Background: an optimization exercise with open tools, aiming at small area. Do not read the settings as production practice. In this exercise RTL edits were held to simulation tests only and were not proved equivalent to the original. No activity file was given, so power comes from the tool's default toggle rates.

### flow/run.sh
#!/bin/bash
# synth_recipe.tcl (not shown) runs the flow's synth.tcl, then flattens the netlist and writes it again
# the make line also repeats each setting of config.mk as NAME=value (left out here)
make -C /OpenROAD-flow-scripts/flow DESIGN_CONFIG=/design/flow/config.mk WORK_HOME=/design/flow/orfs CLKGATE_MAP_FILE= SYNTH_SCRIPT=/design/flow/synth_recipe.tcl finish
### flow/config.mk
export PLATFORM = sky130hd
export DESIGN_NAME = dcsg
export DESIGN_NICKNAME = dcsg
export VERILOG_FILES = /design/flow/design.v
export SDC_FILE = /design/flow/constraint.sdc
export NUM_CORES = 4
export LEC_CHECK = 0
export CAP_MARGIN = 20
export CORE_MARGIN = 2
export CORE_UTILIZATION = 60
export CTS_BUF_LIST = sky130_fd_sc_hd__clkbuf_8
export SLEW_MARGIN = 20
### flow/constraint.sdc
create_clock -name core_clock -period 5.0 [get_ports {clk}]
set_input_delay 1.0000 -clock core_clock [delete_from_list [all_inputs] [get_ports {clk}]]
set_output_delay 1.0000 -clock core_clock [all_outputs]
set_load 0.01 [all_outputs]
### flow/design.v
module dcsg #(parameter CLK = 3579545)
	(clk, reset, wr, data, sound_out);
input clk, reset, wr;
input [7:0] data;
output [15:0] sound_out;
reg [2:0] last;
reg fb;
reg [3:0] att_n[0:3];
wire [2:0] regsel = data[7] ? data[6:4] : last;
integer k;
wire [3:0] att_d = ~data[3:0] & {4{~reset}};
wire att_w = wr & data[7] & data[4];
always @(posedge clk)
	if (reset) begin
		last <= 0;
		fb <= 0;
	end
	else if (wr & data[7]) begin
		last <= data[6:4];
		if (~data[4] & &data[6:5]) fb <= data[2];
	end
always @(posedge clk)
	for (k = 0; k < 4; k = k + 1)
		if (reset | att_w & data[6:5] == k) att_n[k] <= att_d;
reg [1:0] divcnt, i;
wire step = ~|divcnt;
always @(posedge clk)
	if (reset) begin
		divcnt <= 0;
		i <= 0;
	end
	else begin
		divcnt <= { divcnt[1] ^ ~divcnt[0], ~divcnt[0] };
		if (step) i <= { i[1] ^ i[0], ~i[0] };
	end
reg pv, plo;
reg [6:0] pd;
reg [10:0] p0, p1, p2;
reg [1:0] nf;
reg z;
wire pnoise = &last[2:1];
wire pdefer = last[2] & ~last[1] & (divcnt == 2'd1) & (&i);
always @(posedge clk)
	if (reset) pv <= 0;
	else if (wr) pv <= ~regsel[0] & (data[7] | ~&regsel[2:1]);
	else if (~pdefer) pv <= 0;
always @(posedge clk)
	if (wr) begin
		plo <= data[7];
		pd <= data[6:0];
	end
wire apply = pv & ~pdefer;
wire [6:0] pdr = pd & {7{~reset}};
wire [2:0] psel = { last[2:1], plo };
always @(posedge clk)
	if (reset) begin
		nf <= 0;
		z <= 1;
	end
	else if (apply & pnoise) begin
		nf <= pd[1:0];
		z <= 0;
	end
always @(posedge clk) begin
	if (reset | apply & psel == 3'b000) p0[10:4] <= pdr;
	if (reset | apply & psel == 3'b001) p0[3:0] <= pdr[3:0];
	if (reset | apply & psel == 3'b010) p1[10:4] <= pdr;
	if (reset | apply & psel == 3'b011) p1[3:0] <= pdr[3:0];
	if (reset | apply & psel == 3'b100) p2[10:4] <= pdr;
	if (reset | apply & psel == 3'b101) p2[3:0] <= pdr[3:0];
end
wire [10:0] period3 = z ? 11'h000 : &nf ? { p2[9:0], 1'b0 } : 11'h20 << nf;
wire [10:0] period_i = i[1] ? (i[0] ? period3 : p2) : (i[0] ? p1 : p0);
function [12:0] tbl;
input [3:0] l;
	case (l)
		4'hf: tbl = 13'h1fff;
		4'he: tbl = 13'h196a;
		4'hd: tbl = 13'h1430;
		4'hc: tbl = 13'h1009;
		4'hb: tbl = 13'h0cbc;
		4'ha: tbl = 13'h0a1e;
		4'h9: tbl = 13'h0809;
		4'h8: tbl = 13'h0662;
		4'h7: tbl = 13'h0512;
		4'h6: tbl = 13'h0407;
		4'h5: tbl = 13'h0333;
		4'h4: tbl = 13'h028a;
		4'h3: tbl = 13'h0204;
		4'h2: tbl = 13'h019a;
		4'h1: tbl = 13'h0146;
		4'h0: tbl = 13'h0000;
	endcase
endfunction
reg [14:0] lfsr;
reg [2:0] r[0:15];
reg bw, fr;
wire fr0 = fr & ~|i;
wire [2:0] din = fr ? 3'b000 : r[15];
wire bin = step | bw;
wire bw1 = bin & ~din[0];
wire bw2 = bw1 & ~din[1];
wire [2:0] dsub = { din[2] ^ bw2, din[1] ^ bw1, din[0] ^ bin };
wire [2:0] dout = ~|divcnt[1:0] | divcnt[1] ? dsub : { din[2], dsub[1:0] };
wire out = ~fr0 & r[0][2];
wire trig = ~fr0 & ~|{ r[0][1:0], r[1], r[2], r[3] };
wire load = step & (trig | fr0);
wire [11:0] nxt = { ~fr0 & (&i ? lfsr[14] : ~out), period_i | {11{fr0}} };
always @(posedge clk) begin
	bw <= bw2 & ~din[2];
	r[0] <= dout;
	r[1] <= load ? nxt[11:9] : r[0];
	r[2] <= load ? nxt[8:6] : r[1];
	r[3] <= load ? nxt[5:3] : r[2];
	r[4] <= load ? nxt[2:0] : r[3];
	for (k = 5; k < 16; k = k + 1) r[k] <= r[k - 1];
end
reg [15:0] acc, sound_out;
wire [12:0] level = tbl(att_n[i]);
wire [15:0] acc_b = |i ? acc : 16'h0000;
wire sub = step & ~out;
wire [15:0] acc_y = { 3'b000, step ? level : 13'h0000 } ^ {16{sub}};
wire [15:0] acc_d;
wire [15:0] ag = acc_b & acc_y;
wire [15:0] ap = acc_b ^ acc_y;
wire g_0_0 = ag[0] | ap[0] & sub;
wire g_1_0 = ag[1] | ap[1] & g_0_0;
wire g_3_2 = ag[3] | ap[3] & ag[2];
wire p_3_2 = ap[3] & ap[2];
wire g_5_4 = ag[5] | ap[5] & ag[4];
wire p_5_4 = ap[5] & ap[4];
wire g_7_6 = ag[7] | ap[7] & ag[6];
wire p_7_6 = ap[7] & ap[6];
wire g_9_8 = ag[9] | ap[9] & ag[8];
wire p_9_8 = ap[9] & ap[8];
wire g_11_10 = ag[11] | ap[11] & ag[10];
wire p_11_10 = ap[11] & ap[10];
wire g_13_12 = ag[13] | ap[13] & ag[12];
wire p_13_12 = ap[13] & ap[12];
wire g_15_14 = ag[15] | ap[15] & ag[14];
wire p_15_14 = ap[15] & ap[14];
wire g_3_0 = g_3_2 | p_3_2 & g_1_0;
wire g_7_4 = g_7_6 | p_7_6 & g_5_4;
wire p_7_4 = p_7_6 & p_5_4;
wire g_11_8 = g_11_10 | p_11_10 & g_9_8;
wire p_11_8 = p_11_10 & p_9_8;
wire g_15_12 = g_15_14 | p_15_14 & g_13_12;
wire p_15_12 = p_15_14 & p_13_12;
wire g_7_0 = g_7_4 | p_7_4 & g_3_0;
wire g_15_8 = g_15_12 | p_15_12 & g_11_8;
wire p_15_8 = p_15_12 & p_11_8;
wire g_15_0 = g_15_8 | p_15_8 & g_7_0;
wire g_11_0 = g_11_8 | p_11_8 & g_7_0;
wire g_5_0 = g_5_4 | p_5_4 & g_3_0;
wire g_9_0 = g_9_8 | p_9_8 & g_7_0;
wire g_13_0 = g_13_12 | p_13_12 & g_11_0;
wire g_2_0 = ag[2] | ap[2] & g_1_0;
wire g_4_0 = ag[4] | ap[4] & g_3_0;
wire g_6_0 = ag[6] | ap[6] & g_5_0;
wire g_8_0 = ag[8] | ap[8] & g_7_0;
wire g_10_0 = ag[10] | ap[10] & g_9_0;
wire g_12_0 = ag[12] | ap[12] & g_11_0;
wire g_14_0 = ag[14] | ap[14] & g_13_0;
assign acc_d[0] = ap[0] ^ sub;
assign acc_d[1] = ap[1] ^ g_0_0;
assign acc_d[2] = ap[2] ^ g_1_0;
assign acc_d[3] = ap[3] ^ g_2_0;
assign acc_d[4] = ap[4] ^ g_3_0;
assign acc_d[5] = ap[5] ^ g_4_0;
assign acc_d[6] = ap[6] ^ g_5_0;
assign acc_d[7] = ap[7] ^ g_6_0;
assign acc_d[8] = ap[8] ^ g_7_0;
assign acc_d[9] = ap[9] ^ g_8_0;
assign acc_d[10] = ap[10] ^ g_9_0;
assign acc_d[11] = ap[11] ^ g_10_0;
assign acc_d[12] = ap[12] ^ g_11_0;
assign acc_d[13] = ap[13] ^ g_12_0;
assign acc_d[14] = ap[14] ^ g_13_0;
assign acc_d[15] = ap[15] ^ g_14_0;
always @(posedge clk)
	acc <= acc_d;
always @(posedge clk)
	if (reset) begin
		fr <= 1;
		sound_out <= 0;
		lfsr <= 15'b1;
	end
	else begin
		if ((divcnt == 2'd1) & (&i)) fr <= 0;
		if (step & (&i)) sound_out <= acc_d;
		if (step & wr & regsel == 3'b110) lfsr <= 15'b1;
		else if (step & trig & (&i))
			lfsr <= { lfsr[13:0], lfsr[14] ^ lfsr[13] & fb };
	end
endmodule
==> reports/metrics.yaml, run 1 <==
timing:
  layout_min_cycle_time_ps: 4800
  worstMarginPinSlew_ps: 988
  tns_ps: 0
  fin_ws_ps: 195
  slew_headroom_pct: 33.9
  finalCritPeriodShare_pct: 96.1
  slew_viol_final: 0
  hold_violations: 0
  finalClockSkew_ps: 14.3
  fmax_mhz: 208
  setup_viol_count_final: 0
placed_design:
  dpl_worst_slack_ps: -105
  place_congestion: 0.851
  dpl.hpwl_mm: 9.57
  portBuffers: 26
  place_area_mm2: 0.00733
clocking:
  clk_path_buf_depth: 2
  insertion_delay_ps: 460
  cts_tree: "yes"
  cts.sinks: 166
  clkTransAtPathRegs_ps: 90
  cts_max_level: 4
  numCtsBuffers: 17
  cts-root-buf: "clkbuf_8"
setup_path:
  reg2regPathDepth: 21
  crit_required_ps: 5380
  critPathMaxFanout: 4
  startpoint_type: "register"
  endpoint: "sound_out[15]$_SDFFE_PP0P_"
  crit_path_end_kind: "register"
  r2r_slack_ps: 200
  r2r_end: "sound_out[15]$_SDFFE_PP0P_"
  r2r_start: "i[1]$_SDFFE_PP0P_"
  path_class: "reg -> reg"
  crit_arrival_ps: 5190
  worstSetupStartpoint: "i[1]$_SDFFE_PP0P_"
synth:
  synth-main-ff-cell: "dfxtp_1"
  yosys_register_bits: 166
  ys_warn_count: 3
  synth.distinct_cells: 62
  synth_area_mm2: 0.00688
  synth_top_family_by_area: "simple AND/OR/NAND/NOR gates"
  synth_xor_area_share_pct: 1.53
  synthSimpleGateAreaFrac_pct: 11.4
  yosysSeqAreaShare_pct: 56.6
  synthArstFlopShare_pct: 0
  yosys.area_share.adder_pct: 7.06
  synth_compound_area_share_pct: 10.9
  avgSynthCellArea_um2: 11.3
  syn_nets: 652
  postSynthCellCount: 607
  synth_edf_count: 57
  muxShareOfSynthArea_pct: 8.75
cells_and_area:
  diodes: 0
  seqCellArea_mm2: 0.00390
  layout_common_cells: "dfxtp_1 (107), edfxtp_1 (57), nor2_1 (54)"
  design_area_mm2: 0.00782
  nets: 689
  fillers: 872
  drive_above_1_share_pct: 14.5
  final_common_cell: "dfxtp_1"
  multi_input_area_mm2: 0.00282
  area_growth_pct: 13.7
floorplanning:
  die_h_um: 111
  die_area_mm2: 0.0123
  rows: 39
  die_x_um: 111
  core-area_mm2: 0.0113
  initial_core_util_pct: 60.7
  ios: 27
run:
  maxCapViolations: 0
grt:
  grt-ovfl-total: 0
  use_met3_pct: 5.85
  met1_usage_pct: 33.6
  grt_pass1_wl_mm: 22.0
  grt.busiest_layer: "met1"
  grt_pass1_vias: 4336
  grt_max_degree: 54
  grtUsageMet2_pct: 33.3
  grt_antenna_before_repair: 0
  grt_util_all_layers_pct: 22.8
drt:
  wl_per_cell_um: 16.9
  dr.pass1.iters: 5
  viasPerCell: 5.62
  vias: 4499
  final_antenna_net_count: 0
  drt_iter0_drc: 257
  drc: 0
  totalWireLength_mm: 13.5
worst_hold_path:
  hp-class: "reg -> reg"
  min_from: "r[4][0]$_DFF_P_"
power:
  peakVddDrop_uv: 494
  cellPowerDensity_mw_per_mm2: 458
  p_leak_nw: 3.20
run_status:
  status: "complete, no violations"
how the worst min path moves through the flow:
stage          depth (start not counted)               end
2_1_floorplan                          0  r[10][0]$_DFF_P_
3_3_place_gp                           0   r[5][0]$_DFF_P_
3_5_place_dp                           0   r[7][2]$_DFF_P_
4_1_cts                                0   r[7][2]$_DFF_P_
5_1_grt                                0   r[8][1]$_DFF_P_
6_report                               0   r[5][0]$_DFF_P_
kinds of logic after synthesis:
| kind of cell | after synthesis |
|---|---|
| AOI/OAI and AO/OA | 108 |
| xor gates and xnor gates | 12 |
| adders and majority gates | 34 |
| buffers and inverters | 63 |
| DFF | 166 |
| muxes | 55 |
| and+or+nand+nor | 169 |
routing by layer:
layer  vias up  share of wire, %
li1       2214                 -
met1      2183                50
met2        89                44
met3        13               4.2
met4         0               1.4
met5         -                 0
what timing repair did:
item,4_1_cts,5_1_grt
gates resized for setup,4,19
cloned,0,0
pin swaps,3,6
hold buffers,0,0
buffers inserted,0,2
setup endpoints to repair,1,3
report_power, final:
group / leakage (nW) / internal, W / total (W) / switching [W]
combinational: 1.53 / 0.000407 / 0.000951 / 0.000543
sequential: 1.47 / 0.00164 / 0.00171 / 0.0000726
clock: 0.199 / 0.000406 / 0.000917 / 0.000512
area by class of cell:
type	instances	share of cell area, %
Timing Repair Buffer	46	5.23
Tap cell	143	2.29
Multi-Input combinational cell	378	36.1
Clock inverter	15	1.81
Clock buffer	17	2.99
Inverter	35	1.71
Sequential cell	166	49.8
critical path, cell delays in order (launching register included):
cell and delay (ps):
dfxtp_2 360, inv_1 100, ha_2 210, a222oi_1 540
mux2i_4 170, ha_4 260, inv_1 90, a211oi_2 50
mux2i_2 230, and2_1 190, a211oi_1 100, fa_2 430
a21o_1 170, a21o_1 200, a21oi_2 180, o32ai_2 150
o41a_1 360, fa_2 410, xnor2_2 140, xnor2_1 200
nand2_1 70, a21oi_1 140
cells in the mapped netlist (3+ instances only):
master,number,share of area [%]
inv_1,33,1.8
buf_1,4,0.22
and2_1,4,0.36
a31oi_1,3,0.27
a222oi_1,4,0.58
buf_2,4,0.29
nand3_1,9,0.65
a21o_1,9,0.98
nor2_1,54,2.9
fa_1,8,2.3
xor2_1,4,0.51
edfxtp_1,57,25
a2111oi_0,7,0.89
clkbuf_1,18,0.98
nand2b_1,6,0.55
o21ai_0,12,0.87
nor4_1,3,0.27
nand2_1,50,2.7
a21oi_1,38,2.8
dfxtp_1,109,32
xnor2_1,8,1.0
ha_1,26,4.7
nor3_1,9,0.65
a211oi_1,8,0.87
mux2i_1,46,6.7
nor2b_1,22,2.0
a21oi_2,3,0.38
a31o_2,5,0.64
through the flow:
step / power, W / hold slack, ps / utilization (%) / std cells
3_3_place_gp: 0.00261 / 312 / 64.7 / 766
5_1_grt: 0.00378 / 334 / 69.0 / 800
2_1_floorplan: 0.00237 / 310 / - / 607
4_1_cts: 0.00354 / 333 / 68.2 / 798
3_5_place_dp: 0.00262 / 312 / 64.7 / 766
6_report: 0.00358 / 330 / 69.0 / 800
sequential cells by signal, summed over array words and instances (netlist names), 2 cells and up:
register,flops
acc,16
att_n,16
divcnt,2
i,2
last,3
lfsr,15
nf,2
p0,11
p1,11
p2,11
pd,7
r,48
sound_out,16
==> run 2: changes to the inputs <==
==> flow/flow/run.sh (new file) <==
#!/bin/bash
# The standard layout (the standard.sh, ORFS on sky130hd), with two changes:
# the port buffers are the smallest buffer, and clock tree synthesis adds no
# dummy loads. Each tool's output is in orfs/logs; make's output in standard.log.
set -euo pipefail
bash standard.sh \
	"BUFFER_PORTS_ARGS=-inputs -outputs -buffer_cell sky130_fd_sc_hd__buf_1" \
	"CTS_ARGS=-sink_clustering_enable -repair_clock_nets -buf_list sky130_fd_sc_hd__clkbuf_8 -dont_use_dummy_load" \
	finish > standard.log 2>&1
==> flow/standard.sh (new file) <==
#!/bin/bash
# synth_recipe.tcl (not shown) runs the flow's synth.tcl, then flattens the netlist and writes it again
# the make line also repeats each setting of config.mk as NAME=value (left out here)
make -C /OpenROAD-flow-scripts/flow DESIGN_CONFIG=/design/flow/config.mk WORK_HOME=/design/flow/orfs CLKGATE_MAP_FILE= SYNTH_SCRIPT=/design/flow/synth_recipe.tcl "${@:-finish}"
removed: flow/run.sh
==> reports/metrics.yaml, run 2 <==
synth:
  synth_top_area_share_pct: 31.7  # unchanged
  yosys-top-cells-count: "dfxtp_1 (109), edfxtp_1 (57), nor2_1 (54)"
  synth_edf_count: 57  # unchanged
  syn_nets: 652  # unchanged
  synth_top_area_cell: "dfxtp_1"
  avgSynthCellArea_um2: 11.3  # unchanged
  synth_area_mm2: 0.00688  # unchanged
  yosysSeqAreaShare_pct: 56.6  # unchanged
  netlist_top_cells_area: "dfxtp_1 (32%), edfxtp_1 (25%), mux2i_1 (6.7%)"
  synthArstFlopShare_pct: 0  # unchanged
  postSynthCellCount: 607  # unchanged
  yosysMostFrequentCell: "dfxtp_1"
  yosys_register_bits: 166  # unchanged
  synth.distinct_cells: 62  # unchanged
  ys_warn_count: 3  # unchanged
  synth-main-ff-cell: "dfxtp_1"
floorplanning:
  ios: 27  # unchanged
  core-area_mm2: 0.0113  # unchanged
  initial_core_util_pct: 60.7  # unchanged
  die_x_um: 111  # unchanged
  die_h_um: 111  # unchanged
  die_area_mm2: 0.0123  # unchanged
  rows: 39  # unchanged
cells_and_area:
  drive_above_1_share_pct: 12.1  # -2.3 points
  design_area_mm2: 0.00751  # -4.0%
  diodes: 0  # unchanged
  multi_input_area_mm2: 0.00280  # -0.98%
  largest_reg_flops: 48  # unchanged
  final_common_cell: "dfxtp_1"
  top_register: "r"
  seqCellArea_mm2: 0.00390  # unchanged
  fillers: 882  # +1.1%
  final_util_pct: 66.3  # -2.7 points
  area_growth_pct: 9.17
  layout_common_cells: "dfxtp_1 (107), edfxtp_1 (57), nor2_1 (54)"
  nets: 691  # +0.29%
drt:
  viasPerCell: 5.67  # +0.75%
  wl_per_cell_um: 17.1  # +1.2%
  dr.pass1.iters: 5  # unchanged
  vias: 4459  # -0.89%
  totalWireLength_mm: 13.4  # -0.49%
  final_antenna_net_count: 0  # unchanged
  drt_iter0_drc: 343  # +33%
  drc: 0  # unchanged
placed_design:
  dpl_worst_slack_ps: -59.1  # +46.3 ps
  dpl.hpwl_mm: 9.38  # -2.0%
  place_area_mm2: 0.00717  # -2.1%
  place_congestion: 0.883  # +3.7%
  portBuffers: 26  # unchanged
grt:
  grt_pass1_vias: 4474  # +3.2%
  grt_pass1_wl_mm: 22.5  # +1.9%
  grt_antenna_before_repair: 0  # unchanged
  grt_max_degree: 50  # -7.4%
  grt_util_all_layers_pct: 23.2  # +0.41 points
  grt-ovfl-total: 0  # unchanged
timing:
  tns_ps: 0  # unchanged
  finalClockSkew_ps: 18.0  # +3.76 ps
  fmax_mhz: 208  # about the same
  setup_viol_count_final: 0  # unchanged
  hold_violations: 0  # unchanged
  worstMarginPinSlew_ps: 1090  # +103 ps
  slew_viol_final: 0  # unchanged
  slew_headroom_pct: 26.5  # -7.4 points
  finalCritPeriodShare_pct: 96.0  # about the same
  layout_min_cycle_time_ps: 4800  # -4.58 ps
  fin_ws_ps: 200  # +4.58 ps
power:
  cellPowerDensity_mw_per_mm2: 444  # -3.0%
  p_leak_nw: 3.07  # -4.0%
  peakVddDrop_uv: 342  # -31%
clocking:
  cts_tree: "yes"
  insertion_delay_ps: 450  # about the same
  clkTransAtPathRegs_ps: 80  # about the same
  hold_buffers: 0  # unchanged
  cts-root-buf: "clkbuf_8"
  numCtsBuffers: 17  # unchanged
  cts_max_level: 4  # unchanged
  cts.sinks: 166  # unchanged
  clk_path_buf_depth: 2  # unchanged
run:
  maxCapViolations: 0  # unchanged
setup_path:
  startpoint_type: "register"
  crit_required_ps: 5380  # about the same
  crit_path_end_kind: "register"
  crit_arrival_ps: 5180  # about the same
  critPathMaxFanout: 7  # +3
  r2r_start: "i[0]$_SDFFE_PP0P_"
  path_class: "reg -> reg"
  worstSetupStartpoint: "i[0]$_SDFFE_PP0P_"
worst_hold_path:
  min_from: "r[6][1]$_DFF_P_"
  hp-class: "reg -> reg"
run_status:
  status: "complete, no violations"
==> run 2: repair_timing <==
action,CTS,global route
gates resized for setup,3,14
endpoints found under the setup margin,1,8
setup buffers,2,2
pin swaps,2,8
==> run 2: worst max-delay path, cell delays in order, from the launching register on <==
cell and delay (ps):
dfxtp_2 350, ha_1 290, a222oi_1 570, mux2i_4 180, ha_4 320, inv_1 50, a211oi_1 150, mux2i_1 140
a21boi_1 210, a211oi_2 80, fa_2 380, a21o_1 180, a21o_1 220, a21oi_2 190, o32ai_2 140, o41a_1 420
fa_2 370, xnor2_2 140, xnor2_1 170, nand2_1 70, a21oi_1 140
==> run 2: cells by family after synthesis <==
family | Yosys count | synth area share, %
AO/OA/AOI/OAI | 108 | 10.9
XOR/XNOR | 12 | 1.53
adder cells (fa/ha/maj) | 34 | 7.06
buffers and inverters | 63 | 3.73
flip-flops | 166 | 56.6
multiplexers | 55 | 8.75
AND/OR/NAND/NOR | 169 | 11.4
==> run 2: path summary, 6_finish.rpt <==
kind                                     end  slack [ps]  depth (start not counted)
hold reg to reg              r[7][1]$_DFF_P_         320                          0
setup / recovery  sound_out[15]$_SDFFE_PP0P_         200                         20
hold / removal               r[7][1]$_DFF_P_         320                          0
setup reg to reg  sound_out[15]$_SDFFE_PP0P_         200                         20
==> run 2: area by class of cell <==
cell class	instances	share of cell area, %
Multi-Input combinational cell	378	37.2
Tap cell	143	2.38
Timing Repair Buffer	48	3.57
Sequential cell	166	51.9
Clock buffer	17	3.12
Inverter	35	1.80
==> run 2: through the flow <==
step | power [W] | hold WS [ps] | instances
after floorplan | 0.00237 | 310 | 607
after global placement | 0.00258 | 312 | 766
after detailed placement | 0.00259 | 312 | 766
after CTS | 0.00331 | 309 | 785
after global routing | 0.00353 | 318 | 787
final | 0.00334 | 318 | 787
==> run 2: power by group <==
group | total (W) | switching, W | internal (W)
clock | 0.000698 | 0.000398 | 0.000300
sequential | 0.00171 | 0.0000714 | 0.00164
combinational | 0.000925 | 0.000528 | 0.000397
total | 0.00334 | 0.000997 | 0.00234
==> run 2: metal layers <==
layer  part of all wire (%)  track usage (%)  up-vias
li1                       -                -     2196
met1                     49             33.2     2162
met2                     45             34.6       84
met3                    4.3             5.74       17
met4                    1.7             8.81        0
met5                      0                0        -

## port drivers added, routing unchanged
The flow's constraints put no driver on any port. The routed layouts listed below were extracted and timed again, unchanged, in two steps. Step 1: set_driving_cell puts a clkbuf_16 on clk and a buf_2 on each other input, an assumption about the parent block. Step 2, shift: input delay + t, output delay - t, t = (earliest + latest rising clock arrival at the registers) / 2. This alone moves slack from input paths to output paths. Slacks: no drivers / after step 1 / after step 2; pairs: no drivers / after step 1.
run	shift t [ns]	setup WS [ns]	worst setup path at the end	worst register clock-pin slew, ns
run 1	0.488	0.195 / 0.195 / 0.195	register to register	0.09 / 0.09
run 2	0.477	0.200 / 0.200 / 0.200	register to register	0.08 / 0.08
After both steps every run listed still meets setup and hold.
